From an optimization exercise on the open Yosys and OpenROAD flow, aimed at small area; shortcuts taken in it are not production practice.
In this exercise RTL edits were held to simulation tests only and were not proved equivalent to the original.
The flow treats the clock pin as an ideal source. Dropping or thinning the clock tree relies on that and would not hold on a real chip.
Power figures rest on the tool's default switching activity, not on a simulated workload.

==> exp/ember: inputs <==
Design MultMan, start of the top module:
module MultMan(
  input         clock,
  input         reset,
  input         io_rstn,
  input         io_data_rdy,
  input  [9:0]  io_mult1,
  input  [9:0]  io_mult2,
  output        io_res_rdy,
  output [19:0] io_res
);
clock: 8.0 ns
lec_check: 0
cap_margin: 20
core_margin: 2
core_utilization: 60
gpl_timing_driven: 0
place_density: 0.7
slew_margin: 20
synth_hierarchical: 1
standard.sh (not shown) runs the stock make flow with config.mk's settings and CLKGATE_MAP_FILE= SYNTH_SCRIPT=/design/flow/synth_recipe.tcl, a recipe that flattens the netlist after the stock synthesis.
==> flow/flow/run.sh <==
#!/bin/bash
# Own flow: the standard layout, with the smallest buffer on the ports and
# a two-level clock tree (flow/mycts.tcl) in place of TritonCTS: compact groups
# of at most MYCTS_CAP flip-flops, one leaf buffer each, one root buffer.
set -euo pipefail
export PRE_CTS_TCL="$PWD/flow/mycts.tcl"
export MYCTS_CAP=12
export MYCTS_LEAF=sky130_fd_sc_hd__clkbuf_4
export MYCTS_ROOT=sky130_fd_sc_hd__clkbuf_8
export MYCTS_BIG=sky130_fd_sc_hd__clkbuf_8
export MYCTS_SLEW=0.120
export MYCTS_LATE='res*'
export MYCTS_LATE_BUF=sky130_fd_sc_hd__clkbuf_1
bash standard.sh \
  "BUFFER_PORTS_ARGS=-buffer_cell sky130_fd_sc_hd__buf_1" \
  finish > standard.log 2>&1
==> flow/flow/mycts.tcl <==
# Clock tree for a design with one clock and a few hundred flip-flops: the
# flip-flops are split into compact groups of at most MYCTS_CAP (balanced,
# capacity-limited k-means on their placed positions), each group gets one
# leaf clock buffer at its centre, and one root buffer at the centre of the
# leaves drives all of them from the clock port.  Flip-flops named by
# MYCTS_LATE get their own leaves behind one extra buffer, a later clock edge
# for the registers at the end of the design's longest register-to-register
# path.  Sourced as PRE_CTS_TCL; it replaces clock_tree_synthesis for the
# rest of the CTS step.


# Capacity-limited k-means of sinks {iterm x y} into groups of at most cap.
# Returns {centroids assignment}.
proc mycts_cluster { sinks cap } {
  set n [llength $sinks]
  set k [expr {int(ceil(double($n) / $cap))}]
  puts "mycts: $n sinks, $k leaf buffers of at most $cap"

  # start: horizontal bands of equal count, each cut into runs along x
  set rows [expr {max(1, int(round(sqrt($k))))}]
  set by_y [lsort -integer -index 2 $sinks]
  set cent {}
  set per_row [expr {int(ceil(double($k) / $rows))}]
  set left $k
  set start 0
  for {set r 0} {$r < $rows} {incr r} {
    set kr [expr {min($per_row, $left)}]
    set left [expr {$left - $kr}]
    set cnt [expr {$r == $rows - 1 ? $n - $start : $kr * $cap * $n / ($k * $cap)}]
    set band [lsort -integer -index 1 [lrange $by_y $start [expr {$start + $cnt - 1}]]]
    set start [expr {$start + $cnt}]
    set bn [llength $band]
    for {set c 0} {$c < $kr} {incr c} {
      set lo [expr {$c * $bn / $kr}]
      set hi [expr {($c + 1) * $bn / $kr - 1}]
      set sx 0; set sy 0; set m 0
      foreach s [lrange $band $lo $hi] {
        incr sx [lindex $s 1]; incr sy [lindex $s 2]; incr m
      }
      lappend cent [list [expr {$sx / max($m,1)}] [expr {$sy / max($m,1)}]]
    }
  }
  set k [llength $cent]

  # capacity-limited k-means
  for {set iter 0} {$iter < 30} {incr iter} {
    set pairs {}
    for {set i 0} {$i < $n} {incr i} {
      set s [lindex $sinks $i]
      for {set j 0} {$j < $k} {incr j} {
        set c [lindex $cent $j]
        lappend pairs [list [expr {abs([lindex $s 1] - [lindex $c 0]) + abs([lindex $s 2] - [lindex $c 1])}] $i $j]
      }
    }
    set pairs [lsort -integer -index 0 $pairs]
    set assign [lrepeat $n -1]
    set count [lrepeat $k 0]
    set done 0
    foreach p $pairs {
      lassign $p d i j
      if {[lindex $assign $i] >= 0 || [lindex $count $j] >= $cap} { continue }
      lset assign $i $j
      lset count $j [expr {[lindex $count $j] + 1}]
      incr done
      if {$done == $n} { break }
    }
    set sx [lrepeat $k 0]; set sy [lrepeat $k 0]
    for {set i 0} {$i < $n} {incr i} {
      set j [lindex $assign $i]
      lset sx $j [expr {[lindex $sx $j] + [lindex $sinks $i 1]}]
      lset sy $j [expr {[lindex $sy $j] + [lindex $sinks $i 2]}]
    }
    set new {}
    for {set j 0} {$j < $k} {incr j} {
      set m [lindex $count $j]
      if {$m > 0} {
        lappend new [list [expr {[lindex $sx $j] / $m}] [expr {[lindex $sy $j] / $m}]]
      } else {
        lappend new [lindex $cent $j]
      }
    }
    if {$new eq $cent} { break }
    set cent $new
  }
  puts "mycts: k-means stopped after $iter rounds, group sizes $count"

  return [list $cent $assign]
}

proc mycts_place { inst master x y } {
  $inst setLocation [expr {$x - [$master getWidth] / 2}] [expr {$y - [$master getHeight] / 2}]
  $inst setPlacementStatus PLACED
}

proc mycts_clock_net { block name } {
  set net [odb::dbNet_create $block $name]
  $net setSigType CLOCK
  return $net
}

# Build the leaves of one group of sinks under driver net drv; returns the
# leaf centres.  Leaf nets are named clknet_leaf_<n>, counted on from next.
proc mycts_leaves { block sinks cap master drv next_var } {
  upvar $next_var next
  lassign [mycts_cluster $sinks $cap] cent assign
  set nets {}
  foreach c $cent {
    set b [odb::dbInst_create $block $master clkbuf_leaf_$next]
    mycts_place $b $master {*}$c
    set lnet [mycts_clock_net $block clknet_leaf_$next]
    [$b findITerm A] connect $drv
    [$b findITerm X] connect $lnet
    lappend nets $lnet
    incr next
  }
  for {set i 0} {$i < [llength $sinks]} {incr i} {
    set it [lindex $sinks $i 0]
    $it disconnect
    $it connect [lindex $nets [lindex $assign $i]]
  }
  return $cent
}

proc mycts_centre { pts } {
  set x 0; set y 0
  foreach p $pts { incr x [lindex $p 0]; incr y [lindex $p 1] }
  return [list [expr {$x / [llength $pts]}] [expr {$y / [llength $pts]}]]
}

proc mycts_build { } {
  set block [ord::get_db_block]
  set db [ord::get_db]
  set cap $::env(MYCTS_CAP)
  set leaf_master [$db findMaster $::env(MYCTS_LEAF)]
  set root_master [$db findMaster $::env(MYCTS_ROOT)]
  set clk_net [[$block findBTerm clock] getNet]

  # sinks whose instance name matches MYCTS_LATE get their clock through one
  # more buffer (MYCTS_LATE_BUF)
  set sinks {}
  set late {}
  foreach it [$clk_net getITerms] {
    set inst [$it getInst]
    set bb [$inst getBBox]
    set s [list $it [expr {([$bb xMin] + [$bb xMax]) / 2}]       [expr {([$bb yMin] + [$bb yMax]) / 2}]]
    if { [info exists ::env(MYCTS_LATE)] && [string match $::env(MYCTS_LATE) [$inst getName]] } {
      lappend late $s
    } else {
      lappend sinks $s
    }
  }

  set root [odb::dbInst_create $block $root_master clkbuf_root]
  set rnet [mycts_clock_net $block clknet_root]
  set next 0
  set cent [mycts_leaves $block $sinks $cap $leaf_master $rnet next]
  if { [llength $late] > 0 } {
    set lmaster [$db findMaster $::env(MYCTS_LATE_BUF)]
    set lbuf [odb::dbInst_create $block $lmaster clkbuf_late]
    set lnet [mycts_clock_net $block clknet_late]
    set lcent [mycts_leaves $block $late $cap $leaf_master $lnet next]
    set lc [mycts_centre $lcent]
    mycts_place $lbuf $lmaster {*}$lc
    [$lbuf findITerm A] connect $rnet
    [$lbuf findITerm X] connect $lnet
    lappend cent $lc
    puts "mycts: [llength $late] late sinks under [llength $lcent] leaves"
  }
  mycts_place $root $root_master {*}[mycts_centre $cent]
  [$root findITerm A] connect $clk_net
  [$root findITerm X] connect $rnet
  $clk_net setSigType CLOCK
  global_connect
  set_propagated_clock [all_clocks]

  # a leaf whose flip-flops would see too slow a clock edge gets a stronger
  # buffer
  if { [info exists ::env(MYCTS_BIG)] } {
    set big [$db findMaster $::env(MYCTS_BIG)]
    estimate_parasitics -placement
    for {set j 0} {$j < $next} {incr j} {
      set worst 0
      foreach p [get_pins -of_objects [get_nets clknet_leaf_$j] -filter "direction==input"] {
        set worst [expr {max($worst, [get_property $p slew_max])}]
      }
      if { $worst > $::env(MYCTS_SLEW) } {
        puts "mycts: leaf $j slew $worst, using $::env(MYCTS_BIG)"
        [$block findInst clkbuf_leaf_$j] swapMaster $big
      }
    }
  }
}

rename clock_tree_synthesis orfs_clock_tree_synthesis
proc clock_tree_synthesis { args } {
  mycts_build
}
==> exp/umber (differences from exp/ember) <==
--- a/flow/flow/run.sh
+++ b/flow/flow/run.sh
@@ -4,13 +4,13 @@
 # of at most MYCTS_CAP flip-flops, one leaf buffer each, one root buffer.
 set -euo pipefail
 export PRE_CTS_TCL="$PWD/flow/mycts.tcl"
-export MYCTS_CAP=12
+export MYCTS_CAP=11
 export MYCTS_LEAF=sky130_fd_sc_hd__clkbuf_4
 export MYCTS_ROOT=sky130_fd_sc_hd__clkbuf_8
 export MYCTS_BIG=sky130_fd_sc_hd__clkbuf_8
 export MYCTS_SLEW=0.120
 export MYCTS_LATE='res*'
-export MYCTS_LATE_BUF=sky130_fd_sc_hd__clkbuf_1
+export MYCTS_LATE_BUF=sky130_fd_sc_hd__clkbuf_2
 bash standard.sh \
   "BUFFER_PORTS_ARGS=-buffer_cell sky130_fd_sc_hd__buf_1" \
   finish > standard.log 2>&1
==> notes <==
exp/umber completed without violations. exp/ember passed the timing, DRC and antenna checks. Utilization: exp/ember is lower than exp/umber (0.13 points). Of exp/ember and exp/umber, exp/umber has the higher global-route usage (gap 0.066 points). Between exp/ember and exp/umber, the lower critical path depth is in exp/umber (gap 1). In combinational power, exp/umber and exp/ember hardly differ. Clock power is about the same in exp/ember and exp/umber. In synthesized cell count, exp/umber and exp/ember do not differ. Cell area is about the same in exp/ember and exp/umber. In area after synthesis, exp/umber and exp/ember do not differ. Sequential cell count is the same in exp/ember and exp/umber. In exp/umber the routed wire length is higher than in exp/ember, by about 0.5%. Against exp/umber, the hold slack of exp/ember is lower by 0.014 ns.
No run of this note takes its clock network from TritonCTS; it comes from the design's own scripts or RTL.

==> job 9651: inputs <==
MultMan again, from the RTL that the note above started with.
export LEC_CHECK = 0
export CAP_MARGIN = 20
export CORE_MARGIN = 2
export CORE_UTILIZATION = 60
export GPL_TIMING_DRIVEN = 0
export PLACE_DENSITY = 0.7
export SLEW_MARGIN = 20
export SYNTH_HIERARCHICAL = 1
create_clock -name core_clock -period 8.0 [get_ports {clock}]
==> flow/flow/run.sh <==
#!/bin/bash
# Own flow: the standard layout, with the smallest buffer on the ports and
# small clock buffers for the clock tree.
set -euo pipefail
CTS="-sink_clustering_enable -repair_clock_nets -dont_use_dummy_load"
CTS="$CTS -buf_list sky130_fd_sc_hd__clkbuf_8 -root_buf sky130_fd_sc_hd__clkbuf_8"
CTS="$CTS -sink_clustering_size 24 -sink_clustering_max_diameter 40"
bash standard.sh \
  "BUFFER_PORTS_ARGS=-buffer_cell sky130_fd_sc_hd__buf_1" \
  "CTS_ARGS=$CTS" \
  finish > standard.log 2>&1
==> job 1884 (differences from job 9651) <==
==> flow/flow/run.sh (replaced) <==
#!/bin/bash
# Own flow: the standard layout, with the smallest buffer on the ports and
# small clock buffers for the clock tree.
set -euo pipefail
CTS="-sink_clustering_enable -repair_clock_nets -dont_use_dummy_load"
CTS="$CTS -buf_list sky130_fd_sc_hd__clkbuf_4 -root_buf sky130_fd_sc_hd__clkbuf_4"
CTS="$CTS -sink_clustering_size 14 -sink_clustering_max_diameter 35"
bash standard.sh \
  "BUFFER_PORTS_ARGS=-buffer_cell sky130_fd_sc_hd__buf_1" \
  "CTS_ARGS=$CTS" \
  finish > standard.log 2>&1
==> impl_metrics.toml <==
[sta]
period_share_pct = 96.98
worst_pin_slew_ns = 0.6798

[outcome]
status = "timing/DRC/antenna clean"

[detailed_routing]
wl_per_cell_um = 13.92
the above is filed under job 1884

==> impl_metrics.toml <==
[setup_path]
required_ns = 8.37
critical_path.top_delay_family = "adder cells"

[final_layout]
nFillCells = 732

[detailed_routing]
wl_per_cell_um = 14.00

[clocking]
post_cts_resized = 5

[sta]
worst_pin_slew_ns = 0.6813

[outcome]
status = "timing/DRC/antenna clean"

[logic_synthesis]
synth_top_family_by_area = "adder cells"
the above is filed under job 9651

-- afterwards: timing with drivers on the ports --
The flow's constraints put no driver on any port. The routed layouts listed below were extracted and timed again, unchanged, in two steps. Step 1 sets driving cells, clkbuf_16 on the clock port and buf_2 on the other inputs (assumed; they add their load-dependent delay and slew). Step 2, shift: input delay + t, output delay - t, t = (earliest + latest rising clock arrival at the registers) / 2. This alone moves slack from input paths to output paths. Slacks: ideal / step 1 / step 2; pairs: ideal / step 1.
run	t (ns)	slack for setup (ns)	hold slack, ns	latest minus earliest clock arrival (ns)	slew at the worst register clock pin (ns)
exp/ember	0.583	0.232 / 0.232 / 0.232	0.293 / 0.293 / 0.293	0.317 / 0.317	0.12 / 0.12
exp/umber	0.542	0.259 / 0.259 / 0.259	0.307 / 0.307 / 0.307	0.216 / 0.215	0.11 / 0.11
job 9651	0.518	0.213 / 0.213 / 0.213	0.278 / 0.278 / 0.278	0.068 / 0.067	0.10 / 0.10
job 1884	0.593	0.242 / 0.242 / 0.242	0.315 / 0.315 / 0.315	0.077 / 0.077	0.12 / 0.12
In exp/ember the clock reaches the registers at very different times; t lies between them, and the last value is a rough guide only.
